This is an optimization exercise on Yosys and OpenROAD, whose aim is small area, a short achievable clock period and few clock cycles per item, not a production implementation. Only simulation tests tie the RTL to the original design; equivalence was not proved.

## flow/design.v (module list and top-level ports; edited modules follow where they fit)
// module Convolution_without_pipeline: 1429 lines
// module fa3: 4 lines
// module xnor2m: 3 lines
// module xor2m: 3 lines
// module or2m: 3 lines
// module nor2m: 3 lines
// module nand2m: 3 lines
// module invm: 3 lines
// module a21oim: 3 lines
// module o21aim: 3 lines
module Convolution_without_pipeline(
    clk, rst_n, in_valid,
    In_IFM_1, In_IFM_2, In_IFM_3, In_IFM_4, In_IFM_5, In_IFM_6, In_IFM_7, In_IFM_8, In_IFM_9,
    In_Weight_1, In_Weight_2, In_Weight_3, In_Weight_4, In_Weight_5, In_Weight_6, In_Weight_7, In_Weight_8, In_Weight_9,
    out_valid, Out_OFM
    );
  // ...
==> flow/run.sh <==
#!/bin/bash
# synth_recipe.tcl (not shown) runs the flow's synth.tcl, then flattens the netlist and writes it again
# the make line also repeats each setting of config.mk as NAME=value (left out here)
make -C /OpenROAD-flow-scripts/flow DESIGN_CONFIG=/design/flow/config.mk WORK_HOME=/design/flow/orfs CLKGATE_MAP_FILE= SYNTH_SCRIPT=/design/flow/synth_recipe.tcl finish
==> flow/config.mk <==
export PLATFORM = sky130hd
export DESIGN_NAME = Convolution_without_pipeline
export DESIGN_NICKNAME = Convolution_without_pipeline
export VERILOG_FILES = /design/flow/design.v
export SDC_FILE = /design/flow/constraint.sdc
export NUM_CORES = 4
export LEC_CHECK = 0
export CAP_MARGIN = 20
export CORE_MARGIN = 2
export CORE_UTILIZATION = 40
export SETUP_SLACK_MARGIN = 4.5
export SLEW_MARGIN = 20
export SYNTH_HIERARCHICAL = 1
export SYNTH_MINIMUM_KEEP_SIZE = 0
==> flow/constraint.sdc <==
create_clock -name core_clock -period 10.0 [get_ports {clk}]
set_input_delay 2.0000 -clock core_clock [delete_from_list [all_inputs] [get_ports {clk}]]
set_output_delay 2.0000 -clock core_clock [all_outputs]
set_load 0.01 [all_outputs]
==> summary.txt, run 1 <==
- The layout has 32 inverters outside the clock class.
- The compound-gate portion of the synthesized area is 0.7737%.
- The routed metal-1 wire length is 20.56 mm.
- The highest metal layer carrying signal wires in the routed design is met4.
- The biggest fanout along the worst timing path is 3.
- The total of buffers placed on input and output ports is 167.
- The run finished with no timing, DRC or antenna violations.
- The total via count after detailed routing is roughly 11,000.
- The standard cell with the maximum stage delay on the critical path is sky130_fd_sc_hd__fa_1.
- By area, the combinational part of the netlist is dominated by adder cells.
- Broken down by cell family, the worst path's largest delay share belongs to adder cells.
- At the end of the flow the core is filled with cells to 42.46%.
- The proportion of cell area occupied by registers is 6.258%.
- Traced cell by cell, the critical path runs through fa_2, fa_1, fa_2, fa_2, xor2_2, nand2_2, nor2_4, nand2_2, o21ai_4, buf_6, a21oi_2, xnor2_1, buf_2.
- The number of nets with antenna violations after routing is 0.
- The width of the die is 208.1 um.
- The final wirelength is 51.19 mm.
- The CTS tree is built.
- In the final timing run, aggregate negative setup slack is 0 ns.
- STA classifies the critical path endpoint as an output pin.
- In the layout the commonest cells are 581 x sky130_fd_sc_hd__nand2_1, 475 x sky130_fd_sc_hd__fa_1, 82 x sky130_fd_sc_hd__clkbuf_4, 74 x sky130_fd_sc_hd__fa_2, 52 x sky130_fd_sc_hd__dfxtp_1.
- Across every metal layer, demand over resource in global routing totals 24.53%.
Testbench counts, summed over its fixed seeds: cycles 3,208, items 3,200.
==> run 2, diff against run 1 <==
--- a/flow/config.mk
+++ b/flow/config.mk
@@ -10,3 +10,3 @@
 export CORE_UTILIZATION = 40
-export SETUP_SLACK_MARGIN = 4.5
+export SETUP_SLACK_MARGIN = 4.7
 export SLEW_MARGIN = 20
==> run 2 against run 1 <==
First-iteration DRC count grew 7.2%. Die area unchanged. Count of clock-buffer cells in the layout stayed put. Non-clock buffer count fell by 2. Core utilization up 1.7 points. Fmax grew 1.7%. Wire length shrank 0.48%. Synthesized cell count unchanged. Final area is 3.9% higher. Sequential cell count did not move.
==> summary.txt, run 2 <==
- The via count of the first global-routing pass is 11,960 (was 11,990).
- The simple-gate portion of the synthesized area was 13.98% (unchanged).
- The post-synthesis async set-or-reset flop share is 1.852% (unchanged).
- The final worst-path cycle share came to 54.17% (was 55.11%).
- The diode insertion count for antenna repair is 0 (was 1).
- The final wirelength is 50.94 mm (was 51.19 mm).
- The number of antenna violations at the first check in global routing came to 0 (was 1).
- The biggest fanout along the worst timing path is 3 (unchanged).
- The average vias per placed instance is 5.336 (was 5.323).
- The time the final worst path needs with I/O delays and setup came to 5.417 ns (was 5.511 ns).
- The required time of the critical path is 8.00 ns (about the same).
- The synthesized-area fraction occupied by adder cells was 65.99% (unchanged).
- The initial DRC count is 1,022 (was 953).
- The pin count of the biggest net entering global routing was 20 (unchanged).
- Chain of cells forming the critical path: fa_2, fa_1, fa_2, fa_2, inv_1, nand2_4, nor2_4, a21oi_2, o21ai_4, a21oi_2, xnor2_2, buf_4 (was fa_2, fa_1, fa_2, fa_2, xor2_2, nand2_2, nor2_4, nand2_2, o21ai_4, buf_6, a21oi_2, xnor2_1, buf_2).
- Run status: timing/DRC/antenna clean (unchanged).
- Ranking of synthesized cells by area: sky130_fd_sc_hd__fa_1 66%, sky130_fd_sc_hd__nand2_1 13%, sky130_fd_sc_hd__buf_6 9.7% (unchanged).
- The final count of negative-setup-slack endpoints is 0 (unchanged).
- The worst hold margin is 1.813 ns (was 1.814 ns).
- The placer congestion estimate came to 0.9526 (was 0.9792).
- The total congestion overflow is 0 (unchanged).
- The die footprint is 0.04329 sq mm (unchanged).
- The worst hold-check path type was input pin to async pin (unchanged).
- RSZ-0062 raised after global routing: yes (unchanged).
- The most common cell after layout, fill and taps aside is sky130_fd_sc_hd__nand2_1 (unchanged).
- The number of distinct library cell variants in the gate-level netlist after synthesis came to 14 (unchanged).
- The height of the die is 208.1 um (unchanged).
- The compound-gate portion of the synthesized area came to 0.7737% (unchanged).
- The standard-cell row count is 74 (unchanged).
- The achievable frequency is 184.6 MHz (was 181.4 MHz).
- The total negative slack is 0 ns (unchanged).
- The cell family with the largest share of critical-path delay is adder cells (unchanged).
- The number of buffers and inverters on the critical path is 2 (unchanged).
- The number of clock buffers inserted by TritonCTS is 5 (unchanged).
- The I/O pin count is 169 (unchanged).
- The layout net count is 2,176 (was 2,178).
- The part of the Yosys area used for sequential elements is 6.520% (unchanged).
- The arrival time of the worst setup path was 3.42 ns (was 3.51 ns).
- The clock sink count came to 54 (unchanged).
- The total nets after synthesis is 2,156 (unchanged).
- The cell area after synthesis was 0.01666 sq mm (unchanged).
- The top-area cell type share of the netlist area is 65.99% (unchanged).
- Synth top cells by count: 590 x sky130_fd_sc_hd__nand2_1, 549 x sky130_fd_sc_hd__fa_1, 144 x sky130_fd_sc_hd__buf_6 (unchanged).
- The average instance area after synthesis came to 11.41 sq um (unchanged).
- The placed wire-length estimate was 46.25 mm (was 47.05 mm).
- The timing startpoint of the critical path is r_c367 (unchanged).
- The number of iterations in the first detailed-routing pass came to 5 (unchanged).
- The multiplexer share of the synthesized area was 0% (unchanged).
- The CTS tree is built (unchanged).
- The post-synthesis to final-layout area growth is 8.413% (was 4.319%).
- Commonest cells after routing, fill and taps aside: 569 x sky130_fd_sc_hd__nand2_1, 297 x sky130_fd_sc_hd__fa_1, 252 x sky130_fd_sc_hd__fa_2, 100 x sky130_fd_sc_hd__buf_4, 49 x sky130_fd_sc_hd__dfxtp_1 (was 581 x sky130_fd_sc_hd__nand2_1, 475 x sky130_fd_sc_hd__fa_1, 82 x sky130_fd_sc_hd__clkbuf_4, 74 x sky130_fd_sc_hd__fa_2, 52 x sky130_fd_sc_hd__dfxtp_1).
- The worst-margin pin slew is 0.6291 ns (was 0.5654 ns).
- The most used flip-flop cell after synthesis is sky130_fd_sc_hd__dfxtp_1 (unchanged).
- The width of the die is 208.1 um (unchanged).
- The number of flops mapped to enable cells by yosys is 0 (unchanged).
- The biggest area consumer among synthesized cells is sky130_fd_sc_hd__fa_1 (unchanged).
- The master cell of the clock root buffer is sky130_fd_sc_hd__clkbuf_16 (unchanged).
- The total routing usage reported by global routing came to 24.30% (was 24.53%).
- The count of state elements after synthesis came to 54 (unchanged).
- The clock transition at the registers of the reported paths is 0.08 ns (about the same).
- The hold buffer count at cts is 0 (unchanged).
- The startpoint-to-endpoint class of the critical path is flop to output pin (unchanged).
- The first-pass GRT wire length is 75.90 mm (was 77.22 mm).
- The ratio of cells with drive above 1 in the final layout is 33.15% (was 20.03%).
- The hold violation total from the final report was 0 (unchanged).
- The placeable core area is 0.04092 sq mm (unchanged).
- The library cell appearing most often on the critical path is sky130_fd_sc_hd__fa_2 (unchanged).
- The buffer levels on the longest clock path is 2 (unchanged).
- The xor and xnor area share after synthesis is 1.315% (unchanged).
- The most frequently used cell type in the post-synthesis netlist is sky130_fd_sc_hd__nand2_1 (unchanged).
- The final number of max-transition violations is 0 (unchanged).
- The H-tree depth reported by CTS is 2 (unchanged).
- The total via count after detailed routing is 10,740 (was 10,730).
- The initial cell density of the core is 40.70% (unchanged).
- The total of buffers placed on input and output ports came to 167 (unchanged).
- The number of max-cap violations is 0 (unchanged).
- The largest stage delay on the critical path came to 0.57 ns (was 0.47 ns).
- The routed length per placed instance came to 25.31 um (was 25.39 um).
- The number of nets with antenna violations after routing came to 0 (unchanged).
- The post-route DRC violation count is 0 (unchanged).
- The count of yosys warnings during synthesis is 7 (unchanged).
- The standard cell with the maximum stage delay on the critical path was sky130_fd_sc_hd__fa_2 (was sky130_fd_sc_hd__fa_1).
- The critical path startpoint category is a flop (unchanged).
- The combinational family with the most area after synthesis is adder cells (unchanged).
- The capturing element type of the critical path is an output pin (unchanged).
- The worst slew slack as a fraction of its limit is 57.90% (was 62.17%).
- The number of instances in the synthesized netlist is 1,460 (unchanged).
[run 2: cell types whose count changed in the layout (fill, tap and decap cells not counted), moves of 11 or more]
cell	before	now
sky130_fd_sc_hd__fa_2	74	252
sky130_fd_sc_hd__buf_2	41	9
sky130_fd_sc_hd__nand2_1	581	569
sky130_fd_sc_hd__fa_1	475	297
sky130_fd_sc_hd__buf_6	3	31
sky130_fd_sc_hd__nand2_2	16	27
sky130_fd_sc_hd__clkbuf_4	82	25
sky130_fd_sc_hd__buf_4	37	100
[run 2: metal layers]
metal / part of all wire (%) / vias to the layer above / global-route usage [%]
met5: 0 / - / 0
met3: 8.7 / 77 / 3.487
met1: 38 / 5763 / 33.01
li1: - / 4243 / -
met4: 3.6 / 0 / 7.092
met2: 50 / 658 / 40.77
[run 2: cell type report]
type | instances | area (sq um)
clock buffer | 5 | 125.1
clock inverter | 3 | 28.78
fill | 3815 | 22870
inverter | 32 | 120.1
multi-input combinational | 1209 | 14560
sequential | 54 | 1091
tap | 532 | 665.6
timing repair buffer | 178 | 1465
[run 2: metrics by stage]
stage          cells  util (%)  setup WS, ns  area [sq um]
2_1_floorplan   1460         -         4.612         17090
3_3_place_gp    1994     43.08         3.683         17630
3_5_place_dp    1994     43.08         3.677         17630
4_1_cts         2009     42.77         4.531         17500
5_1_grt         2013     44.12         4.437         18060
6_report        2013     44.12         4.583         18060
[run 2: Yosys stat by module, one instance, submodules excluded]
| module | cells | copies in the design |
|---|---|---|
| xnor2m | 1 | 13 |
| xor2m | 1 | 12 |
| invm | 1 | 32 |
| a21oim | 1 | 9 |
| nand2m | 1 | 22 |
| nor2m | 1 | 17 |
| o21aim | 1 | 10 |
| Convolution_without_pipeline | 796 | 1 |
| fa3 | 1 | 549 |
[run 2: worst paths after layout]
check | end | slack (ns) | depth (start not counted)
min in group core_clock | out_valid | 2.12 | 1
max | Out_OFM[15] | 4.58 | 12
max in group asynchronous | out_valid | 8.09 | 1
min | out_valid | 1.81 | 1
[run 2: what timing repair did]
action	4_1_cts	5_1_grt
gates resized for setup	915	201
pin swaps	27	78
endpoints found under the setup margin	57	27
setup buffers	7	4
gates cloned	0	0
hold endpoints to repair	0	0
[run 2: logic make-up (layout without fill, tap and decap cells)]
kind of cell | count (synthesis) | in the layout
xor gates and xnor gates | 25 | 25
AOI/OAI and AO/OA | 19 | 19
other | 1 | 1
DFF | 54 | 54
buffers and inverters | 197 | 218
adders and majority gates | 549 | 549
and+or+nand+nor | 615 | 615
==> run 3, diff against run 2 <==
==> flow/flow/run.sh (new file) <==
#!/bin/bash
# Own flow: the standard flow (standard.sh) with its synthesis unchanged.
# The layout steps only differ in two ways:
#  * the delay cells (clkdlybuf4s*, dlygate*, dlymetal*) are not used, so the
#    port buffers and the resizer use ordinary buffers instead;
#  * buffer_ports uses buf_2 for the port buffers.
set -euo pipefail
bash standard.sh synth > synth.log 2>&1
PLATFORM_DONT_USE="sky130_fd_sc_hd__probe_p_8 sky130_fd_sc_hd__probec_p_8 sky130_fd_sc_hd__lpflow_bleeder_1 sky130_fd_sc_hd__lpflow_clkbufkapwr_1 sky130_fd_sc_hd__lpflow_clkbufkapwr_16 sky130_fd_sc_hd__lpflow_clkbufkapwr_2 sky130_fd_sc_hd__lpflow_clkbufkapwr_4 sky130_fd_sc_hd__lpflow_clkbufkapwr_8 sky130_fd_sc_hd__lpflow_clkinvkapwr_1 sky130_fd_sc_hd__lpflow_clkinvkapwr_16 sky130_fd_sc_hd__lpflow_clkinvkapwr_2 sky130_fd_sc_hd__lpflow_clkinvkapwr_4 sky130_fd_sc_hd__lpflow_clkinvkapwr_8 sky130_fd_sc_hd__lpflow_decapkapwr_12 sky130_fd_sc_hd__lpflow_decapkapwr_3 sky130_fd_sc_hd__lpflow_decapkapwr_4 sky130_fd_sc_hd__lpflow_decapkapwr_6 sky130_fd_sc_hd__lpflow_decapkapwr_8 sky130_fd_sc_hd__lpflow_inputiso0n_1 sky130_fd_sc_hd__lpflow_inputiso0p_1 sky130_fd_sc_hd__lpflow_inputiso1n_1 sky130_fd_sc_hd__lpflow_inputiso1p_1 sky130_fd_sc_hd__lpflow_inputisolatch_1 sky130_fd_sc_hd__lpflow_isobufsrc_1 sky130_fd_sc_hd__lpflow_isobufsrc_16 sky130_fd_sc_hd__lpflow_isobufsrc_2 sky130_fd_sc_hd__lpflow_isobufsrc_4 sky130_fd_sc_hd__lpflow_isobufsrc_8 sky130_fd_sc_hd__lpflow_isobufsrckapwr_16 sky130_fd_sc_hd__lpflow_lsbuf_lh_hl_isowell_tap_1 sky130_fd_sc_hd__lpflow_lsbuf_lh_hl_isowell_tap_2 sky130_fd_sc_hd__lpflow_lsbuf_lh_hl_isowell_tap_4 sky130_fd_sc_hd__lpflow_lsbuf_lh_isowell_4 sky130_fd_sc_hd__lpflow_lsbuf_lh_isowell_tap_1 sky130_fd_sc_hd__lpflow_lsbuf_lh_isowell_tap_2 sky130_fd_sc_hd__lpflow_lsbuf_lh_isowell_tap_4"
DELAY_CELLS="sky130_fd_sc_hd__clkdlybuf4s15_1 sky130_fd_sc_hd__clkdlybuf4s15_2 sky130_fd_sc_hd__clkdlybuf4s18_1 sky130_fd_sc_hd__clkdlybuf4s18_2 sky130_fd_sc_hd__clkdlybuf4s25_1 sky130_fd_sc_hd__clkdlybuf4s25_2 sky130_fd_sc_hd__clkdlybuf4s50_1 sky130_fd_sc_hd__clkdlybuf4s50_2 sky130_fd_sc_hd__dlygate4sd1_1 sky130_fd_sc_hd__dlygate4sd2_1 sky130_fd_sc_hd__dlygate4sd3_1 sky130_fd_sc_hd__dlymetal6s2s_1 sky130_fd_sc_hd__dlymetal6s4s_1 sky130_fd_sc_hd__dlymetal6s6s_1"
bash standard.sh "DONT_USE_CELLS=$PLATFORM_DONT_USE $DELAY_CELLS" \
  "BUFFER_PORTS_ARGS=-buffer_cell sky130_fd_sc_hd__buf_2" finish > layout.log 2>&1
==> flow/standard.sh (new file) <==
#!/bin/bash
# synth_recipe.tcl (not shown) runs the flow's synth.tcl, then flattens the netlist and writes it again
# the make line also repeats each setting of config.mk as NAME=value (left out here)
make -C /OpenROAD-flow-scripts/flow DESIGN_CONFIG=/design/flow/config.mk WORK_HOME=/design/flow/orfs CLKGATE_MAP_FILE= SYNTH_SCRIPT=/design/flow/synth_recipe.tcl "${@:-finish}"
--- a/flow/config.mk
+++ b/flow/config.mk
@@ -10,3 +10,3 @@
 export CORE_UTILIZATION = 40
-export SETUP_SLACK_MARGIN = 4.7
+export SETUP_SLACK_MARGIN = 4.6
 export SLEW_MARGIN = 20
removed: flow/run.sh
==> run 3 against run 2 <==
Still clean on timing, DRC and antenna. Count of clock-buffer cells in the layout unchanged. Synthesized area unchanged. Sequential share of layout area increased by 0.16 points. Wire length decreased by 0.94%. Critical path depth unchanged. Non-clock buffer count unchanged. Die area unchanged. Worst hold slack got worse by 0.36 ns.
==> summary.txt, run 3 <==
- Run status: timing/DRC/antenna clean (unchanged).
- The biggest area consumer among synthesized cells is sky130_fd_sc_hd__fa_1 (unchanged).
- The initial cell density of the core is 40.70% (unchanged).
- The first-pass GRT wire length is 77.16 mm (was 75.90 mm).
- The number of nets with antenna violations after routing is 0 (unchanged).
- The count of state elements after synthesis came to 54 (unchanged).
- The post-route DRC violation count is 0 (unchanged).
- The arrival time of the worst setup path came to 3.44 ns (was 3.42 ns).
- The via count of the first global-routing pass is 12,230 (was 11,960).
- The final number of max-transition violations is 0 (unchanged).
- The routed length per placed instance is 25.06 um (was 25.31 um).
- The count of non-filler cells in the finished layout is 2,014 (was 2,013).
- The ratio of cells with drive above 1 in the final layout is 26.81% (was 33.15%).
- The most common cell after layout, fill and taps aside is sky130_fd_sc_hd__nand2_1 (unchanged).
- The average instance area after synthesis is 11.41 sq um (unchanged).
- Chain of cells forming the critical path: fa_2, fa_1, fa_2, fa_2, xor2_2, nand2_4, nor2_4, nand2_1, o21ai_4, a21oi_2, xnor2_2, buf_2 (was fa_2, fa_1, fa_2, fa_2, inv_1, nand2_4, nor2_4, a21oi_2, o21ai_4, a21oi_2, xnor2_2, buf_4).
- The library cell appearing most often on the critical path is sky130_fd_sc_hd__fa_2 (unchanged).
- The critical path startpoint category was a flop (unchanged).
- The placed cell count is 1,994 (unchanged).
- The final setup slack of the worst path is 4.561 ns (was 4.583 ns).
- The worst slew slack as a fraction of its limit came to 56.96% (was 57.90%).
- The hold buffer count at cts is 0 (unchanged).
- The H-tree depth reported by CTS was 2 (unchanged).
- The total congestion overflow was 0 (unchanged).
- The last element of the critical path is Out_OFM[15] (unchanged).
- The final worst-path cycle share is 54.39% (was 54.17%).
- Commonest cells after routing, fill and taps aside: 583 x sky130_fd_sc_hd__nand2_1, 378 x sky130_fd_sc_hd__fa_1, 171 x sky130_fd_sc_hd__fa_2, 105 x sky130_fd_sc_hd__clkbuf_4, 52 x sky130_fd_sc_hd__dfxtp_1 (was 569 x sky130_fd_sc_hd__nand2_1, 297 x sky130_fd_sc_hd__fa_1, 252 x sky130_fd_sc_hd__fa_2, 100 x sky130_fd_sc_hd__buf_4, 49 x sky130_fd_sc_hd__dfxtp_1).
- Ranking of synthesized cells by area: sky130_fd_sc_hd__fa_1 66%, sky130_fd_sc_hd__nand2_1 13%, sky130_fd_sc_hd__buf_6 9.7% (unchanged).
- The post-synthesis to final-layout area growth is 5.288% (was 8.413%).
- The placeable core area is 0.04092 sq mm (unchanged).
- The hold violation total from the final report was 0 (unchanged).
- The capturing element type of the critical path was an output pin (unchanged).
- The number of instances in the synthesized netlist came to 1,460 (unchanged).
- The number of antenna violations at the first check in global routing came to 1 (was 0).
- The biggest fanout along the worst timing path is 3 (unchanged).
- The total negative slack is 0 ns (unchanged).
- The CTS tree is built (unchanged).
- The total nets after synthesis was 2,156 (unchanged).
- The time the final worst path needs with I/O delays and setup came to 5.439 ns (was 5.417 ns).
- The total of buffers placed on input and output ports is 167 (unchanged).
- The standard-cell row count is 74 (unchanged).
- The standard cell with the maximum stage delay on the critical path is sky130_fd_sc_hd__fa_1 (was sky130_fd_sc_hd__fa_2).
- The count of yosys warnings during synthesis is 7 (unchanged).
- The timing startpoint of the critical path is r_c367 (unchanged).
- The clock sink count was 54 (unchanged).
- RSZ-0062 raised after global routing: yes (unchanged).
- The number of distinct library cell variants in the gate-level netlist after synthesis is 14 (unchanged).
- The master cell of the clock root buffer is sky130_fd_sc_hd__clkbuf_16 (unchanged).
- The placer congestion estimate is 0.9360 (was 0.9526).
- The initial DRC count is 787 (was 1,022).
- The worst hold-check path type is input pin to async pin (unchanged).
- The post-place instance area was 0.01659 sq mm (was 0.01763 sq mm).
- The cell area after synthesis was 0.01666 sq mm (unchanged).
- The width of the die is 208.1 um (unchanged).
- The height of the die is 208.1 um (unchanged).
- The worst-margin pin slew came to 0.6432 ns (was 0.6291 ns).
- The final instance area is 0.01754 sq mm (was 0.01806 sq mm).
- The required time of the critical path is 8.00 ns (about the same).
- The average vias per placed instance came to 5.298 (was 5.336).
- Synth top cells by count: 590 x sky130_fd_sc_hd__nand2_1, 549 x sky130_fd_sc_hd__fa_1, 144 x sky130_fd_sc_hd__buf_6 (unchanged).
- The number of max-cap violations was 0 (unchanged).
- The final wirelength came to 50.46 mm (was 50.94 mm).
- The part of the Yosys area used for sequential elements was 6.520% (unchanged).
- The number of clock buffers inserted by TritonCTS came to 5 (unchanged).
- The I/O pin count came to 169 (unchanged).
- The number of flops mapped to enable cells by yosys is 0 (unchanged).
- The pin count of the biggest net entering global routing is 19 (was 20).
- The number of iterations in the first detailed-routing pass is 7 (was 5).
- The top-area cell type share of the netlist area was 65.99% (unchanged).
- The clock transition at the registers of the reported paths came to 0.08 ns (about the same).
- The post-synthesis async set-or-reset flop share is 1.852% (unchanged).
- The total via count after detailed routing is 10,670 (was 10,740).
- The startpoint-to-endpoint class of the critical path is flop to output pin (unchanged).
- The post-placement worst setup slack is 4.173 ns (was 3.677 ns).
- The largest stage delay on the critical path is 0.47 ns (was 0.57 ns).
- The buffer levels on the longest clock path is 2 (unchanged).
- The most used flip-flop cell after synthesis is sky130_fd_sc_hd__dfxtp_1 (unchanged).
- The final count of negative-setup-slack endpoints is 0 (unchanged).
- The die footprint is 0.04329 sq mm (unchanged).
- The placed wire-length estimate is 46.63 mm (was 46.25 mm).
- The most frequently used cell type in the post-synthesis netlist is sky130_fd_sc_hd__nand2_1 (unchanged).
- The layout net count is 2,176 (unchanged).
- The total routing usage reported by global routing is 24.34% (was 24.30%).
- The achievable frequency is 183.9 MHz (was 184.6 MHz).
[run 3: logic make-up after synthesis]
| kind of cell | share of synthesized area (%) |
|---|---|
| xor+xnor | 1.315 |
| fa+ha+maj | 65.99 |
| buf+inv | 11.40 |
| simple gates | 13.98 |
| other cells | 0.02251 |
| flops | 6.520 |
| compound gates | 0.7738 |
[run 3: repair_timing]
action	CTS	global route
gates resized for setup	69	196
setup endpoints to repair	21	25
setup buffers	7	4
gates cloned	0	0
pin swaps	14	44
[run 3: stage by stage]
step	hold WS [ns]	util [%]
2_1_floorplan	1.704	-
3_3_place_gp	1.774	40.53
3_5_place_dp	1.777	40.53
4_1_cts	1.438	41.58
5_1_grt	1.430	42.85
6_report	1.451	42.85
[run 3: per-module statistics from Yosys (local to each module, per instance), excerpt]
module	area [sq um]	cells inside
a21oim	8.758	1
nor2m	3.754	1
xnor2m	8.758	1
nand2m	3.754	1
Convolution_without_pipeline	5051	796
xor2m	8.758	1
invm	3.754	1
[run 3: layer usage]
metal	vias up	routed length, um	track usage, %
met5	-	0	0
met4	0	1791	6.676
met3	72	3427	2.808
met2	526	25500	41.87
met1	5832	19750	32.80
li1	4240	-	-
[run 3: cell type report]
cell class	count	area (sq um)
repair buffers	178	1229
multi-input cells	1209	14260
well taps	532	665.6
clock inverters	3	48.80
fillers	3873	23390
inverters	32	120.1
diodes	1	2.502
flip-flops and latches	54	1087
clock buffers	5	125.1
[run 3: how the worst min path moves through the flow]
stage | start | cells after the start | slack, ns | end
final | rst_n | 1 | 1.45 | out_valid
after CTS | rst_n | 1 | 1.44 | out_valid
after global placement | rst_n | 1 | 1.77 | out_valid
after global routing | rst_n | 1 | 1.43 | out_valid
after floorplan | rst_n | 0 | 1.70 | out_valid
after detailed placement | rst_n | 1 | 1.78 | out_valid
[run 3: worst max-delay path, delay by kind of cell (launching register included)]
| kind | cells | cell delay, ns |
|---|---|---|
| simple gates | 3 | 0.32 |
| xor+xnor | 2 | 0.44 |
| flops | 1 | 0.33 |
| buf+inv | 1 | 0.17 |
| compound gates | 2 | 0.30 |
| fa+ha+maj | 4 | 1.58 |
==> run 4, diff against run 3 <==
--- a/flow/config.mk
+++ b/flow/config.mk
@@ -10,3 +10,4 @@
 export CORE_UTILIZATION = 40
-export SETUP_SLACK_MARGIN = 4.6
+export PLACE_DENSITY = 0.75
+export SETUP_SLACK_MARGIN = 4.5
 export SLEW_MARGIN = 20
==> run 4 against run 3 <==
Die area unchanged. Fmax down 2.6%. First-iteration DRC count up 39%. Cell count up 0.70%. Non-clock buffer count up 15. Critical endpoint is now Out_OFM[16]. Largest cell class unchanged.
==> summary.txt, run 4 <==
- The final setup slack of the worst path is 4.414 ns (was 4.561 ns).
- The library cell appearing most often on the critical path is sky130_fd_sc_hd__fa_2 (unchanged).
- The average vias per placed instance is 5.498 (was 5.298).
- The standard-cell row count is 74 (unchanged).
- The critical path startpoint category is a flop (unchanged).
- The largest stage delay on the critical path is 0.55 ns (was 0.47 ns).
- The placed wire-length estimate was 45.15 mm (was 46.63 mm).
- The pin count of the biggest net entering global routing is 20 (was 19).
- Chain of cells forming the critical path: fa_2, fa_1, fa_2, fa_2, inv_1, nand2_2, buf_2, nor2_4, a21oi_2, o21ai_4, buf_8, buf_6, xnor2_2, buf_2 (was fa_2, fa_1, fa_2, fa_2, xor2_2, nand2_4, nor2_4, nand2_1, o21ai_4, a21oi_2, xnor2_2, buf_2).
- The diode insertion count for antenna repair is 0 (was 1).
- The number of clock buffers inserted by TritonCTS is 5 (unchanged).
- The count of yosys warnings during synthesis is 7 (unchanged).
- The placeable core area is 0.04092 sq mm (unchanged).
- The initial cell density of the core is 40.70% (unchanged).
- The worst-margin pin slew is 0.5287 ns (was 0.6432 ns).
- The post-placement worst setup slack came to 4.120 ns (was 4.173 ns).
- The timing startpoint of the critical path is r_c367 (unchanged).
- The post-synthesis to final-layout area growth was 3.500% (was 5.288%).
- The ratio of cells with drive above 1 in the final layout was 19.18% (was 26.81%).
- The most common cell after layout, fill and taps aside was sky130_fd_sc_hd__nand2_1 (unchanged).
- The post-route DRC violation count is 0 (unchanged).
- The worst slew slack as a fraction of its limit is 64.63% (was 56.96%).
- The standard cell with the maximum stage delay on the critical path is sky130_fd_sc_hd__fa_2 (was sky130_fd_sc_hd__fa_1).
- The last element of the critical path is Out_OFM[16] (was Out_OFM[15]).
- The number of flops mapped to enable cells by yosys came to 0 (unchanged).
- The final count of negative-setup-slack endpoints is 0 (unchanged).
- The post-synthesis async set-or-reset flop share is 1.852% (unchanged).
- The achievable frequency was 179.0 MHz (was 183.9 MHz).
- The startpoint-to-endpoint class of the critical path is flop to output pin (unchanged).
- The total negative slack is 0 ns (unchanged).
- The number of distinct library cell variants in the gate-level netlist after synthesis is 14 (unchanged).
- The placer congestion estimate is 1.010 (was 0.9360).
- The worst hold-check path type is input pin to async pin (unchanged).
- The routed length per placed instance is 24.73 um (was 25.06 um).
- The hold violation total from the final report is 0 (unchanged).
- The clock transition at the registers of the reported paths came to 0.08 ns (about the same).
- The time the final worst path needs with I/O delays and setup is 5.586 ns (was 5.439 ns).
- The required time of the critical path came to 8.00 ns (about the same).
- RSZ-0062 raised after global routing: yes (unchanged).
- The clock sink count is 54 (unchanged).
- The top-area cell type share of the netlist area was 65.99% (unchanged).
- The H-tree depth reported by CTS is 2 (unchanged).
- The most used flip-flop cell after synthesis is sky130_fd_sc_hd__dfxtp_1 (unchanged).
- The width of the die is 208.1 um (unchanged).
- The buffer levels on the longest clock path is 2 (unchanged).
- The capturing element type of the critical path was an output pin (unchanged).
- The cell area after synthesis came to 0.01666 sq mm (unchanged).
- The total nets after synthesis is 2,156 (unchanged).
- The number of max-cap violations is 0 (unchanged).
- The number of instances in the synthesized netlist is 1,460 (unchanged).
- The number of antenna violations at the first check in global routing was 0 (was 1).
- The part of the Yosys area used for sequential elements is 6.520% (unchanged).
- The initial DRC count is 1,091 (was 787).
- The core occupancy in the finished layout is 42.12% (was 42.85%).
- Run status: timing/DRC/antenna clean (unchanged).
- The total of buffers placed on input and output ports is 167 (unchanged).
- The fill cell total of the finished layout is 3,911 (was 3,873).
- The via count of the first global-routing pass is 12,400 (was 12,230).
- The layout net count was 2,191 (was 2,176).
- The height of the die came to 208.1 um (unchanged).
- Ranking of synthesized cells by area: sky130_fd_sc_hd__fa_1 66%, sky130_fd_sc_hd__nand2_1 13%, sky130_fd_sc_hd__buf_6 9.7% (unchanged).
- The total via count after detailed routing is 11,150 (was 10,670).
- The count of state elements after synthesis came to 54 (unchanged).
- The average instance area after synthesis is 11.41 sq um (unchanged).
- The final number of max-transition violations is 0 (unchanged).
- The I/O pin count is 169 (unchanged).
- The CTS tree was built (unchanged).
- The total routing usage reported by global routing was 23.98% (was 24.34%).
- The arrival time of the worst setup path came to 3.59 ns (was 3.44 ns).
- The number of iterations in the first detailed-routing pass is 7 (unchanged).
- The total congestion overflow came to 0 (unchanged).
- The first-pass GRT wire length is 76.33 mm (was 77.16 mm).
- Commonest cells after routing, fill and taps aside: 582 x sky130_fd_sc_hd__nand2_1, 497 x sky130_fd_sc_hd__fa_1, 83 x sky130_fd_sc_hd__buf_2, 72 x sky130_fd_sc_hd__clkbuf_4, 52 x sky130_fd_sc_hd__fa_2 (was 583 x sky130_fd_sc_hd__nand2_1, 378 x sky130_fd_sc_hd__fa_1, 171 x sky130_fd_sc_hd__fa_2, 105 x sky130_fd_sc_hd__clkbuf_4, 52 x sky130_fd_sc_hd__dfxtp_1).
- The number of nets with antenna violations after routing is 0 (unchanged).
- The biggest fanout along the worst timing path is 3 (unchanged).
- The die footprint came to 0.04329 sq mm (unchanged).
- The final worst-path cycle share is 55.86% (was 54.39%).
- The final wirelength was 50.16 mm (was 50.46 mm).
- Synth top cells by count: 590 x sky130_fd_sc_hd__nand2_1, 549 x sky130_fd_sc_hd__fa_1, 144 x sky130_fd_sc_hd__buf_6 (unchanged).
- The master cell of the clock root buffer is sky130_fd_sc_hd__clkbuf_16 (unchanged).
- The biggest area consumer among synthesized cells is sky130_fd_sc_hd__fa_1 (unchanged).
- The most frequently used cell type in the post-synthesis netlist is sky130_fd_sc_hd__nand2_1 (unchanged).
==> run 4: stage by stage <==
| stage | hold WS, ns | instance area [sq um] | instances |
|---|---|---|---|
| after detailed placement | 1.776 | 16390 | 1994 |
| after floorplan | 1.704 | 16670 | 1460 |
| after global placement | 1.775 | 16390 | 1994 |
| after global routing | 1.429 | 17240 | 2028 |
| final | 1.432 | 17240 | 2028 |
| after CTS | 1.425 | 16860 | 2020 |
==> run 4: modules after synthesis, one instance, submodules excluded <==
module,cell area [sq um],copies in the design
nand2m,3.754,22
a21oim,8.758,9
invm,3.754,32
o21aim,5.005,10
fa3,20.02,549
xnor2m,8.758,13
Convolution_without_pipeline,5051,1
nor2m,3.754,17
xor2m,8.758,12
==> run 4: metal layers <==
layer  share of wire (%)  vias up  GRT usage (%)
met3                  11      109          5.540
met5                   0        -              0
li1                    -     4274              -
met1                  37     5913          32.69
met2                  47      853          37.91
met4                 4.6        0          8.315
==> run 4: layout make-up <==
class	count	area (sq um)	share of cell area [%]
clock buffer	5	125.1	0.7258
clock inverter	3	28.78	0.1669
inverter	32	120.1	0.6968
multi-input combinational	1209	14010	81.27
sequential	54	1089	6.314
tap	532	665.6	3.861
timing repair buffer	193	1201	6.968
==> run 4: logic make-up after synthesis <==
group / Yosys count / synth area share (%)
other: 1 / 0.02251
XOR/XNOR: 25 / 1.315
AO/OA/AOI/OAI: 19 / 0.7738
buffers and inverters: 197 / 11.40
AND/OR/NAND/NOR: 615 / 13.98
adder cells (fa/ha/maj): 549 / 65.99
flip-flops: 54 / 6.520
==> run 4: timing repair <==
action,CTS,global route
setup buffers,18,8
pin swaps,17,28
hold buffers,0,0
resized for setup,58,125
endpoints found under the hold margin,0,0
endpoints found under the setup margin,14,26
==> run 4: worst min-delay path by stage <==
stage          cells after the start  slack, ns  startpoint   endpoint
2_1_floorplan                      0       1.70       rst_n  out_valid
4_1_cts                            1       1.43       rst_n  out_valid
3_5_place_dp                       1       1.78       rst_n  out_valid
3_3_place_gp                       1       1.77       rst_n  out_valid
6_report                           1       1.43       rst_n  out_valid
5_1_grt                            1       1.43       rst_n  out_valid
==> run 4: critical path: cells and delay by family (launching register included) <==
family,cells,cell delay [ns]
simple gates,2,0.16
compound gates,2,0.27
xor+xnor,1,0.12
flops,1,0.34
fa+ha+maj,4,1.76
buf+inv,5,0.61
==> run 5, diff against run 4 <==
--- a/flow/config.mk
+++ b/flow/config.mk
@@ -10,4 +10,3 @@
 export CORE_UTILIZATION = 40
-export PLACE_DENSITY = 0.75
-export SETUP_SLACK_MARGIN = 4.5
+export SETUP_SLACK_MARGIN = 4.3
 export SLEW_MARGIN = 20
==> run 5 against run 4 <==
Fmax is 0.54% lower. Critical path depth is 1 lower. Sequential cell count stayed put. First-iteration DRC count is 1.2% higher. Synthesized cell count stayed put. Global-route usage is 0.10 points lower.
==> summary.txt, run 5 <==
- Run status: timing/DRC/antenna clean (unchanged).
- The placer congestion estimate is 0.9651 (was 1.010).
- The count of yosys warnings during synthesis is 7 (unchanged).
- RSZ-0062 raised after global routing: yes (unchanged).
- The final setup slack of the worst path came to 4.383 ns (was 4.414 ns).
- The H-tree depth reported by CTS is 2 (unchanged).
- The total congestion overflow was 0 (unchanged).
- The number of instances in the synthesized netlist came to 1,460 (unchanged).
- The placed cell count is 1,994 (unchanged).
- The arrival time of the worst setup path is 3.62 ns (was 3.59 ns).
- The routed length per placed instance is 25.02 um (was 24.73 um).
- The placeable core area is 0.04092 sq mm (unchanged).
- The number of antenna violations at the first check in global routing was 1 (was 0).
- The most used flip-flop cell after synthesis is sky130_fd_sc_hd__dfxtp_1 (unchanged).
- The initial DRC count is 1,104 (was 1,091).
- The height of the die is 208.1 um (unchanged).
- The clock transition at the registers of the reported paths is 0.07 ns (was 0.08 ns).
- The CTS tree was built (unchanged).
- The post-route DRC violation count is 0 (unchanged).
- The average instance area after synthesis is 11.41 sq um (unchanged).
- The number of distinct library cell variants in the gate-level netlist after synthesis was 14 (unchanged).
- The final number of max-transition violations came to 0 (unchanged).
- The count of non-filler cells in the finished layout was 2,007 (was 2,028).
- The layout net count is 2,170 (was 2,191).
- The top-area cell type share of the netlist area is 65.99% (unchanged).
- The final count of negative-setup-slack endpoints is 0 (unchanged).
- Ranking of synthesized cells by area: sky130_fd_sc_hd__fa_1 66%, sky130_fd_sc_hd__nand2_1 13%, sky130_fd_sc_hd__buf_6 9.7% (unchanged).
- The worst slew slack as a fraction of its limit came to 64.22% (was 64.63%).
- The total negative slack is 0 ns (unchanged).
- The number of iterations in the first detailed-routing pass came to 5 (was 7).
- The hold violation total from the final report is 0 (unchanged).
- The number of max-cap violations is 0 (unchanged).
- The total routing usage reported by global routing is 23.87% (was 23.98%).
- The buffer levels on the longest clock path is 2 (unchanged).
- The master cell of the clock root buffer is sky130_fd_sc_hd__clkbuf_16 (unchanged).
- The total of buffers placed on input and output ports is 167 (unchanged).
- The worst-margin pin slew is 0.5347 ns (was 0.5287 ns).
- The worst hold-check path type was input pin to async pin (unchanged).
- The achievable frequency is 178.0 MHz (was 179.0 MHz).
- Commonest cells after routing, fill and taps aside: 587 x sky130_fd_sc_hd__nand2_1, 543 x sky130_fd_sc_hd__fa_1, 147 x sky130_fd_sc_hd__buf_2, 53 x sky130_fd_sc_hd__dfxtp_1, 32 x sky130_fd_sc_hd__inv_1 (was 582 x sky130_fd_sc_hd__nand2_1, 497 x sky130_fd_sc_hd__fa_1, 83 x sky130_fd_sc_hd__buf_2, 72 x sky130_fd_sc_hd__clkbuf_4, 52 x sky130_fd_sc_hd__fa_2).
- The post-placement worst setup slack is 4.053 ns (was 4.120 ns).
- The startpoint-to-endpoint class of the critical path was flop to output pin (unchanged).
- The standard-cell row count was 74 (unchanged).
- The biggest fanout along the worst timing path is 3 (unchanged).
- The number of clock buffers inserted by TritonCTS is 5 (unchanged).
- The total via count after detailed routing came to 10,630 (was 11,150).
- The cell area after synthesis was 0.01666 sq mm (unchanged).
- The ratio of cells with drive above 1 in the final layout is 14.71% (was 19.18%).
- The average vias per placed instance came to 5.294 (was 5.498).
- The post-synthesis async set-or-reset flop share is 1.852% (unchanged).
- The placed wire-length estimate was 46.62 mm (was 45.15 mm).
- The pin count of the biggest net entering global routing is 18 (was 20).
- The part of the Yosys area used for sequential elements was 6.520% (unchanged).
- The I/O pin count is 169 (unchanged).
- The initial cell density of the core is 40.70% (unchanged).
- The capturing element type of the critical path is an output pin (unchanged).
- The most common cell after layout, fill and taps aside is sky130_fd_sc_hd__nand2_1 (unchanged).
- The diode insertion count for antenna repair is 0 (unchanged).
- The number of nets with antenna violations after routing was 0 (unchanged).
- The clock sink count was 54 (unchanged).
- The post-synthesis to final-layout area growth came to 0.6684% (was 3.500%).
- The count of state elements after synthesis is 54 (unchanged).
- The total nets after synthesis was 2,156 (unchanged).
- The required time of the critical path is 8.00 ns (about the same).
- The number of flops mapped to enable cells by yosys is 0 (unchanged).
- The width of the die is 208.1 um (unchanged).
- The biggest area consumer among synthesized cells was sky130_fd_sc_hd__fa_1 (unchanged).
- The critical path startpoint category is a flop (unchanged).
- Synth top cells by count: 590 x sky130_fd_sc_hd__nand2_1, 549 x sky130_fd_sc_hd__fa_1, 144 x sky130_fd_sc_hd__buf_6 (unchanged).
- The first-pass GRT wire length is 75.11 mm (was 76.33 mm).
- The via count of the first global-routing pass was 11,670 (was 12,400).
- The final worst-path cycle share came to 56.17% (was 55.86%).
- The die footprint was 0.04329 sq mm (unchanged).
- The final wirelength was 50.22 mm (was 50.16 mm).
- The most frequently used cell type in the post-synthesis netlist is sky130_fd_sc_hd__nand2_1 (unchanged).
- The time the final worst path needs with I/O delays and setup is 5.617 ns (was 5.586 ns).
## run 5: cell type report
type	count	area (sq um)
Multi-Input combinational cell	1209	13800
Clock inverter	3	43.79
Clock buffer	5	125.1
Fill cell	4010	24160
Tap cell	532	665.6
Inverter	32	120.1
Timing Repair Buffer	172	923.4
Sequential cell	54	1086
## run 5: per-stage QoR
step	hold slack (ns)	util, %	area (sq um)
after global placement	1.774	40.02	16380
after global routing	1.434	40.97	16770
after floorplan	1.704	-	16660
after CTS	1.441	40.57	16600
final	1.455	40.97	16770
after detailed placement	1.775	40.02	16380
## run 5: routing by layer
metal	global-route usage, %	up-vias	part of all wire, %
met5	0	-	0
met4	6.432	0	3.2
li1	-	4227	-
met1	33.97	5710	39
met2	38.23	630	48
met3	3.879	58	9.5
## run 5: final timing paths
| path | from | endpoint |
|---|---|---|
| max | r_c367 | Out_OFM[18] |
| min | rst_n | out_valid |
| max in group asynchronous | rst_n | out_valid |
| min in group core_clock | in_valid | out_valid |
## run 5: logic make-up (layout without fill, tap and decap cells)
| logic type | Yosys count | in the layout | synth area share, % |
|---|---|---|---|
| AND/OR/NAND/NOR | 615 | 615 | 13.98 |
| AO/OA/AOI/OAI | 19 | 19 | 0.7738 |
| other | 1 | 1 | 0.02251 |
| flip-flops | 54 | 54 | 6.520 |
| buffers and inverters | 197 | 212 | 11.40 |
| XOR/XNOR | 25 | 25 | 1.315 |
| adder cells (fa/ha/maj) | 549 | 549 | 65.99 |
## run 5: critical path, stage by stage, from the launching register on
cell and delay, ns:
sky130_fd_sc_hd__dfxtp_1 0.32, sky130_fd_sc_hd__fa_1 0.45, sky130_fd_sc_hd__fa_1 0.48, sky130_fd_sc_hd__fa_2 0.37, sky130_fd_sc_hd__fa_2 0.44, sky130_fd_sc_hd__xor2_2 0.17
sky130_fd_sc_hd__nand2_2 0.12, sky130_fd_sc_hd__o21ai_1 0.21, sky130_fd_sc_hd__inv_1 0.07, sky130_fd_sc_hd__o21ai_1 0.22, sky130_fd_sc_hd__a21oi_2 0.06, sky130_fd_sc_hd__o21ai_2 0.10
sky130_fd_sc_hd__xnor2_1 0.14, sky130_fd_sc_hd__buf_2 0.16
## run 5: repair_timing
action                     CTS  global route
pin swaps                    3             5
gates resized for setup     10            41
setup buffers                1             4
setup endpoints to repair    7             9
hold buffers                 0             0
cloned                       0             0
## run 5: Yosys stat by module (local to each module, per instance)
module / cells / area (sq um) / times used
invm: 1 / 3.754 / 32
a21oim: 1 / 8.758 / 9
xor2m: 1 / 8.758 / 12
nor2m: 1 / 3.754 / 17
xnor2m: 1 / 8.758 / 13
o21aim: 1 / 5.005 / 10
nand2m: 1 / 3.754 / 22
fa3: 1 / 20.02 / 549
Convolution_without_pipeline: 796 / 5051 / 1
==> run 6, diff against run 5 <==
--- a/flow/config.mk
+++ b/flow/config.mk
@@ -10,3 +10,3 @@
 export CORE_UTILIZATION = 40
-export SETUP_SLACK_MARGIN = 4.3
+export SETUP_SLACK_MARGIN = 4.2
 export SLEW_MARGIN = 20
==> run 6 against run 5 <==
Still clean on timing, DRC and antenna. Non-clock buffer count fell by 3. Final area fell by 0.88%. Fmax fell by 0.74%. Worst hold slack improved by 0.00074 ns. Global-route usage barely moved. Via count rose by 0.24%. Synthesized cell count did not move. Wire length fell by 0.37%. Synthesized area did not move.
==> summary.txt, run 6 <==
- Commonest cells after routing, fill and taps aside: 589 x sky130_fd_sc_hd__nand2_1, 547 x sky130_fd_sc_hd__fa_1, 167 x sky130_fd_sc_hd__buf_2, 53 x sky130_fd_sc_hd__dfxtp_1, 32 x sky130_fd_sc_hd__inv_1 (was 587 x sky130_fd_sc_hd__nand2_1, 543 x sky130_fd_sc_hd__fa_1, 147 x sky130_fd_sc_hd__buf_2, 53 x sky130_fd_sc_hd__dfxtp_1, 32 x sky130_fd_sc_hd__inv_1).
- The buffer levels on the longest clock path is 2 (unchanged).
- The fill cell total of the finished layout came to 4,019 (was 4,010).
- The number of nets with antenna violations after routing came to 0 (unchanged).
- The final wirelength is 50.04 mm (was 50.22 mm).
- The worst-margin pin slew is 0.5192 ns (was 0.5347 ns).
- The height of the die came to 208.1 um (unchanged).
- The biggest area consumer among synthesized cells is sky130_fd_sc_hd__fa_1 (unchanged).
- The post-synthesis async set-or-reset flop share is 1.852% (unchanged).
- The arrival time of the worst setup path was 3.66 ns (was 3.62 ns).
- The most frequently used cell type in the post-synthesis netlist is sky130_fd_sc_hd__nand2_1 (unchanged).
- The number of max-cap violations is 0 (unchanged).
- The hold violation total from the final report came to 0 (unchanged).
- The diode insertion count for antenna repair is 0 (unchanged).
- The critical path startpoint category is a flop (unchanged).
- The capturing element type of the critical path is an output pin (unchanged).
- The routed length per placed instance is 24.97 um (was 25.02 um).
- The total of buffers placed on input and output ports came to 167 (unchanged).
- The number of antenna violations at the first check in global routing is 1 (unchanged).
- The total routing usage reported by global routing came to 23.88% (was 23.87%).
- The worst hold-check path type is input pin to async pin (unchanged).
- The final worst-path cycle share is 56.58% (was 56.17%).
- The startpoint-to-endpoint class of the critical path is flop to output pin (unchanged).
- The first-pass GRT wire length is 75.15 mm (was 75.11 mm).
- The initial cell density of the core is 40.70% (unchanged).
- The achievable frequency is 176.7 MHz (was 178.0 MHz).
- The final count of negative-setup-slack endpoints is 0 (unchanged).
- The initial DRC count was 970 (was 1,104).
- The average instance area after synthesis was 11.41 sq um (unchanged).
- The post-synthesis to final-layout area growth is -0.2178% (was 0.6684%).
- The largest stage delay on the critical path was 0.48 ns (about the same).
- RSZ-0062 raised after global routing: no (was yes).
- The standard-cell row count is 74 (unchanged).
- The ratio of cells with drive above 1 in the final layout is 13.79% (was 14.71%).
- The I/O pin count is 169 (unchanged).
- The pin count of the biggest net entering global routing came to 18 (unchanged).
- The number of flops mapped to enable cells by yosys is 0 (unchanged).
- The number of buffers and inverters on the critical path is 2 (unchanged).
- The cell area after synthesis was 0.01666 sq mm (unchanged).
- The number of distinct library cell variants in the gate-level netlist after synthesis is 14 (unchanged).
- The required time of the critical path is 8.00 ns (about the same).
- Run status: timing/DRC/antenna clean (unchanged).
- The placer congestion estimate came to 0.9651 (unchanged).
- The final number of max-transition violations is 0 (unchanged).
- The worst slew slack as a fraction of its limit came to 65.26% (was 64.22%).
- The clock sink count was 54 (unchanged).
- The most common cell after layout, fill and taps aside is sky130_fd_sc_hd__nand2_1 (unchanged).
- The post-route DRC violation count was 0 (unchanged).
- The die footprint is 0.04329 sq mm (unchanged).
- The layout net count is 2,167 (was 2,170).
- The core occupancy in the finished layout is 40.61% (was 40.97%).
- The hold buffer count at cts is 0 (unchanged).
- The cell family with the largest share of critical-path delay was adder cells (unchanged).
- Chain of cells forming the critical path: fa_1, fa_1, fa_2, fa_2, xor2_2, nand2_2, nor2_2, nand2_1, o21ai_4, buf_1, xnor2_1, buf_2 (was fa_1, fa_1, fa_2, fa_2, xor2_2, nand2_2, o21ai_1, inv_1, o21ai_1, a21oi_2, o21ai_2, xnor2_1, buf_2).
- The CTS tree is built (unchanged).
- The total congestion overflow is 0 (unchanged).
- The total via count after detailed routing is 10,650 (was 10,630).
- The placeable core area was 0.04092 sq mm (unchanged).
- Ranking of synthesized cells by area: sky130_fd_sc_hd__fa_1 66%, sky130_fd_sc_hd__nand2_1 13%, sky130_fd_sc_hd__buf_6 9.7% (unchanged).
- The top-area cell type share of the netlist area is 65.99% (unchanged).
- The number of instances in the synthesized netlist is 1,460 (unchanged).
- The average vias per placed instance came to 5.314 (was 5.294).
- The number of clock buffers inserted by TritonCTS is 5 (unchanged).
- The total negative slack is 0 ns (unchanged).
- The count of yosys warnings during synthesis is 7 (unchanged).
- The master cell of the clock root buffer was sky130_fd_sc_hd__clkbuf_16 (unchanged).
- The most used flip-flop cell after synthesis is sky130_fd_sc_hd__dfxtp_1 (unchanged).
- The biggest fanout along the worst timing path is 3 (unchanged).
- The placed wire-length estimate came to 46.62 mm (unchanged).
- Synth top cells by count: 590 x sky130_fd_sc_hd__nand2_1, 549 x sky130_fd_sc_hd__fa_1, 144 x sky130_fd_sc_hd__buf_6 (unchanged).
- The placed cell count was 1,994 (unchanged).
- The standard cell with the maximum stage delay on the critical path was sky130_fd_sc_hd__fa_1 (unchanged).
- The count of state elements after synthesis is 54 (unchanged).
- The clock transition at the registers of the reported paths came to 0.07 ns (about the same).
- The H-tree depth reported by CTS is 2 (unchanged).
- The width of the die is 208.1 um (unchanged).
- The via count of the first global-routing pass is 11,670 (about the same).
- The total nets after synthesis is 2,156 (unchanged).
- The time the final worst path needs with I/O delays and setup is 5.658 ns (was 5.617 ns).
- The number of iterations in the first detailed-routing pass was 5 (unchanged).
- The count of non-filler cells in the finished layout was 2,004 (was 2,007).
- The part of the Yosys area used for sequential elements is 6.520% (unchanged).
==> run 6: cells by family (layout without fill, tap and decap cells) <==
family,after synthesis,count (layout),share of synthesized area [%]
AND/OR/NAND/NOR,615,615,13.98
adder cells (fa/ha/maj),549,549,65.99
buffers and inverters,197,209,11.40
flip-flops,54,54,6.520
XOR/XNOR,25,25,1.315
AO/OA/AOI/OAI,19,19,0.7738
other,1,1,0.02251
==> run 6: worst paths after layout <==
path | slack, ns | cells past startpoint | start | to
min in group core_clock | 1.80 | 1 | in_valid | out_valid
hold / removal | 1.46 | 1 | rst_n | out_valid
max in group asynchronous | 8.46 | 1 | rst_n | out_valid
setup / recovery | 4.34 | 12 | r_c367 | Out_OFM[16]
==> run 6: layout make-up <==
| type | count | area, sq um | share of cell area (%) |
|---|---|---|---|
| timing repair buffer | 169 | 843.3 | 5.074 |
| multi-input combinational | 1209 | 13740 | 82.65 |
| clock inverter | 3 | 43.79 | 0.2635 |
| clock buffer | 5 | 125.1 | 0.7528 |
| sequential | 54 | 1086 | 6.535 |
| inverter | 32 | 120.1 | 0.7227 |
| tap | 532 | 665.6 | 4.005 |
==> run 6: per-stage QoR <==
| stage | setup slack [ns] | instance area, sq um | hold slack, ns |
|---|---|---|---|
| 2_1_floorplan | 4.401 | 16660 | 1.704 |
| 3_3_place_gp | 4.048 | 16380 | 1.774 |
| 3_5_place_dp | 4.053 | 16380 | 1.775 |
| 4_1_cts | 4.214 | 16580 | 1.441 |
| 5_1_grt | 4.169 | 16620 | 1.434 |
| 6_report | 4.342 | 16620 | 1.456 |
==> run 6: what timing repair did <==
item / 4_1_cts / 5_1_grt
setup endpoints to repair: 5 / 7
pin swaps: 1 / 3
setup buffers: 0 / 2
hold endpoints to repair: 0 / 0
resized for setup: 6 / 8
==> run 6: routing by layer <==
layer / vias up / share of wire [%] / routed length (um) / GRT usage, %
met4: 0 / 3.3 / 1670 / 6.432
met2: 643 / 48 / 24050 / 38.24
li1: 4222 / - / - / -
met1: 5725 / 39 / 19570 / 33.99
met5: - / 0 / 0 / 0
met3: 60 / 9.5 / 4752 / 3.849
==> run 6: Yosys stat by module (local to each module, per instance), a selection <==
module	cells	times used	flip-flops and latches	area, sq um
a21oim	1	9	0	8.758
fa3	1	549	0	20.02
nand2m	1	22	0	3.754
o21aim	1	10	0	5.005
xnor2m	1	13	0	8.758
xor2m	1	12	0	8.758
==> run 7, diff against run 6 <==
--- a/flow/config.mk
+++ b/flow/config.mk
@@ -10,3 +10,4 @@
 export CORE_UTILIZATION = 40
-export SETUP_SLACK_MARGIN = 4.2
+export GPL_ROUTABILITY_DRIVEN = 0
+export SETUP_SLACK_MARGIN = 4.5
 export SLEW_MARGIN = 20
==> run 7 against run 6 <==
Final area increased by 3.9%. Critical endpoint is now Out_OFM[15]. Global-route usage increased by 0.47 points. Synthesized cell count unchanged. Core utilization increased by 1.6 points. Worst setup slack improved by 0.18 ns. Worst hold slack got worse by 0.0060 ns. Fmax increased by 3.3%. Sequential cell count unchanged. Wire length increased by 0.90%. Non-clock buffer count increased by 8. Die area unchanged.
==> summary.txt, run 7 <==
- The post-synthesis async set-or-reset flop share was 1.852% (unchanged).
- Commonest cells after routing, fill and taps aside: 581 x sky130_fd_sc_hd__nand2_1, 489 x sky130_fd_sc_hd__fa_1, 89 x sky130_fd_sc_hd__clkbuf_4, 68 x sky130_fd_sc_hd__buf_2, 60 x sky130_fd_sc_hd__fa_2 (was 589 x sky130_fd_sc_hd__nand2_1, 547 x sky130_fd_sc_hd__fa_1, 167 x sky130_fd_sc_hd__buf_2, 53 x sky130_fd_sc_hd__dfxtp_1, 32 x sky130_fd_sc_hd__inv_1).
- The master cell of the clock root buffer is sky130_fd_sc_hd__clkbuf_16 (unchanged).
- The total routing usage reported by global routing is 24.35% (was 23.88%).
- The most used flip-flop cell after synthesis was sky130_fd_sc_hd__dfxtp_1 (unchanged).
- The total of buffers placed on input and output ports was 167 (unchanged).
- The initial DRC count is 1,018 (was 970).
- The cell area after synthesis is 0.01666 sq mm (unchanged).
- The H-tree depth reported by CTS was 2 (unchanged).
- The width of the die came to 208.1 um (unchanged).
- The fill cell total of the finished layout is 3,928 (was 4,019).
- The number of instances in the synthesized netlist came to 1,460 (unchanged).
- The clock sink count is 54 (unchanged).
- RSZ-0062 raised after global routing: yes (was no).
- The top-area cell type share of the netlist area is 65.99% (unchanged).
- The routed length per placed instance is 25.09 um (was 24.97 um).
- The number of clock buffers inserted by TritonCTS was 5 (unchanged).
- The arrival time of the worst setup path is 3.48 ns (was 3.66 ns).
- The diode insertion count for antenna repair is 0 (unchanged).
- The layout net count is 2,175 (was 2,167).
- The startpoint-to-endpoint class of the critical path is flop to output pin (unchanged).
- The worst-margin pin slew came to 0.5115 ns (was 0.5192 ns).
- The count of state elements after synthesis is 54 (unchanged).
- The average vias per placed instance is 5.374 (was 5.314).
- The most frequently used cell type in the post-synthesis netlist is sky130_fd_sc_hd__nand2_1 (unchanged).
- The worst hold-check path type is input pin to async pin (unchanged).
- The CTS tree is built (unchanged).
- Synth top cells by count: 590 x sky130_fd_sc_hd__nand2_1, 549 x sky130_fd_sc_hd__fa_1, 144 x sky130_fd_sc_hd__buf_6 (unchanged).
- The clock transition at the registers of the reported paths is 0.07 ns (about the same).
- The required time of the critical path is 8.00 ns (about the same).
- The height of the die is 208.1 um (unchanged).
- The number of flops mapped to enable cells by yosys is 0 (unchanged).
- The total congestion overflow is 0 (unchanged).
- The time the final worst path needs with I/O delays and setup is 5.480 ns (was 5.658 ns).
- The ratio of cells with drive above 1 in the final layout is 19.86% (was 13.79%).
- The total via count after detailed routing was 10,810 (was 10,650).
- The final wirelength is 50.49 mm (was 50.04 mm).
- The average instance area after synthesis was 11.41 sq um (unchanged).
- Ranking of synthesized cells by area: sky130_fd_sc_hd__fa_1 66%, sky130_fd_sc_hd__nand2_1 13%, sky130_fd_sc_hd__buf_6 9.7% (unchanged).
- The number of antenna violations at the first check in global routing is 0 (was 1).
- The part of the Yosys area used for sequential elements is 6.520% (unchanged).
- The number of iterations in the first detailed-routing pass came to 6 (was 5).
- The final worst-path cycle share is 54.80% (was 56.58%).
- The last element of the critical path is Out_OFM[15] (was Out_OFM[16]).
- The biggest fanout along the worst timing path is 3 (unchanged).
- The final number of max-transition violations came to 0 (unchanged).
- The initial cell density of the core was 40.70% (unchanged).
- The first-pass GRT wire length is 77.10 mm (was 75.15 mm).
- The number of max-cap violations was 0 (unchanged).
- The final count of negative-setup-slack endpoints is 0 (unchanged).
- The post-synthesis to final-layout area growth is 3.651% (was -0.2178%).
- The biggest area consumer among synthesized cells is sky130_fd_sc_hd__fa_1 (unchanged).
- The pin count of the biggest net entering global routing came to 18 (unchanged).
- The count of yosys warnings during synthesis was 7 (unchanged).
- Run status: timing/DRC/antenna clean (unchanged).
- The number of distinct library cell variants in the gate-level netlist after synthesis is 14 (unchanged).
- The buffer levels on the longest clock path was 2 (unchanged).
- The standard-cell row count came to 74 (unchanged).
- The post-route DRC violation count came to 0 (unchanged).
- The worst slew slack as a fraction of its limit is 65.77% (was 65.26%).
- The placed wire-length estimate is 46.43 mm (was 46.62 mm).
- The hold violation total from the final report is 0 (unchanged).
- The placeable core area was 0.04092 sq mm (unchanged).
- The most common cell after layout, fill and taps aside was sky130_fd_sc_hd__nand2_1 (unchanged).
- The total nets after synthesis is 2,156 (unchanged).
- The achievable frequency was 182.5 MHz (was 176.7 MHz).
- The via count of the first global-routing pass is 12,050 (was 11,670).
- The die footprint is 0.04329 sq mm (unchanged).
- The number of nets with antenna violations after routing is 0 (unchanged).
- The timing startpoint of the critical path is r_c367 (unchanged).
- The I/O pin count came to 169 (unchanged).
- The capturing element type of the critical path is an output pin (unchanged).
- The critical path startpoint category is a flop (unchanged).
- The total negative slack is 0 ns (unchanged).
-- run 7: cell count changes in the layout (fill, tap and decap cells not counted), sizes merged --
cell / delta
buf: -81
inv: -1
clkbuf: +89
bufinv: +1
-- run 7: worst min-delay path by stage --
stage / startpoint / end / slack, ns / depth (start not counted)
6_report: rst_n / out_valid / 1.45 / 1
5_1_grt: rst_n / out_valid / 1.43 / 1
4_1_cts: rst_n / out_valid / 1.44 / 1
3_5_place_dp: rst_n / out_valid / 1.78 / 1
3_3_place_gp: rst_n / out_valid / 1.77 / 1
2_1_floorplan: rst_n / out_valid / 1.70 / 0
-- run 7: what timing repair did --
| item | in CTS | in global routing |
|---|---|---|
| hold buffers | 0 | 0 |
| gates resized for setup | 44 | 163 |
| pin swaps | 9 | 25 |
| setup buffers | 4 | 6 |
| endpoints found under the setup margin | 13 | 25 |
| cloned | 0 | 0 |
-- run 7: cell type report --
type | instances | area [sq um] | share of cell area [%]
multi-input cells | 1209 | 14030 | 81.29
flip-flops and latches | 54 | 1087 | 6.298
clock inverters | 3 | 68.82 | 0.3986
well taps | 532 | 665.6 | 3.856
repair buffers | 177 | 1162 | 6.733
clock buffers | 5 | 125.1 | 0.7247
inverters | 32 | 120.1 | 0.6958
-- run 7: cell families after synthesis --
| family | Yosys count | synth area share (%) |
|---|---|---|
| DFF | 54 | 6.520 |
| and+or+nand+nor | 615 | 13.98 |
| xor gates and xnor gates | 25 | 1.315 |
| adders and majority gates | 549 | 65.99 |
| buffers and inverters | 197 | 11.40 |
| AOI/OAI and AO/OA | 19 | 0.7738 |
| other | 1 | 0.02251 |
-- run 7: per-stage QoR --
| stage | hold WS, ns | setup WS (ns) | instances | utilization (%) | area, sq um |
|---|---|---|---|---|---|
| 3_3_place_gp | 1.775 | 4.114 | 1994 | 40.06 | 16390 |
| 6_report | 1.450 | 4.520 | 2012 | 42.19 | 17260 |
| 2_1_floorplan | 1.704 | 4.488 | 1460 | - | 16670 |
| 4_1_cts | 1.436 | 4.453 | 2006 | 40.99 | 16770 |
| 5_1_grt | 1.434 | 4.379 | 2012 | 42.19 | 17260 |
| 3_5_place_dp | 1.778 | 4.070 | 1994 | 40.06 | 16390 |
-- run 7: routing by layer --
metal	vias to the layer above	share of wire (%)	wire length [um]	GRT usage (%)
met5	-	0	0	0
met4	0	3.5	1787	6.945
met3	75	9.2	4651	4.272
met2	669	48	24220	39.18
met1	5828	39	19830	34.12
li1	4241	-	-	-
-- run 7: modules after synthesis, one instance, submodules excluded --
| module | cells | area, sq um | flops+latches | times used |
|---|---|---|---|---|
| fa3 | 1 | 20.02 | 0 | 549 |
| o21aim | 1 | 5.005 | 0 | 10 |
| nor2m | 1 | 3.754 | 0 | 17 |
| xor2m | 1 | 8.758 | 0 | 12 |
| Convolution_without_pipeline | 796 | 5051 | 54 | 1 |
| a21oim | 1 | 8.758 | 0 | 9 |
| xnor2m | 1 | 8.758 | 0 | 13 |
| invm | 1 | 3.754 | 0 | 32 |
| nand2m | 1 | 3.754 | 0 | 22 |
-- run 7: critical path, stage by stage, from the launching register on --
cell	delay, ns
sky130_fd_sc_hd__dfxtp_2	0.33
sky130_fd_sc_hd__fa_2	0.39
sky130_fd_sc_hd__fa_1	0.46
sky130_fd_sc_hd__fa_2	0.36
sky130_fd_sc_hd__fa_2	0.41
sky130_fd_sc_hd__xor2_4	0.19
sky130_fd_sc_hd__nand2_4	0.09
sky130_fd_sc_hd__nor2_4	0.17
sky130_fd_sc_hd__nand2_2	0.09
sky130_fd_sc_hd__o21ai_4	0.26
sky130_fd_sc_hd__a21oi_2	0.11
sky130_fd_sc_hd__xnor2_2	0.16
sky130_fd_sc_hd__buf_2	0.16

## separate check: timing with driven ports
In the flow no input, the clock included, has a driving cell. The finished layouts below were timed again as built, in two steps. Step 1, drivers: a clkbuf_16 drives clk and a buf_2 each remaining input, both assumed. Step 2 times the ports against the registers' clock, not the clock port: input delays grow and output delays shrink by t, the midpoint of the rising clock arrivals with the driver on. Slacks: ideal ports / drivers / drivers and shift; pairs: ideal ports / drivers.
| run | t (ns) | slack for setup (ns) | cell pins on the clock port's net |
|---|---|---|---|
| run 1 | 0.358 | 4.489 / 4.439 / 4.211 | 1 |
| run 2 | 0.355 | 4.583 / 4.537 / 4.382 | 1 |
| run 3 | 0.345 | 4.561 / 4.517 / 4.301 | 1 |
| run 4 | 0.361 | 4.414 / 4.366 / 4.183 | 1 |
| run 5 | 0.345 | 4.383 / 4.336 / 4.085 | 1 |
| run 6 | 0.345 | 4.342 / 4.293 / 4.040 | 1 |
| run 7 | 0.350 | 4.520 / 4.476 / 4.211 | 1 |
After both steps every run listed still meets setup and hold. The setup slack of run 7, which loses most, moves by -0.044 ns with the drivers and by -0.309 ns with both steps.
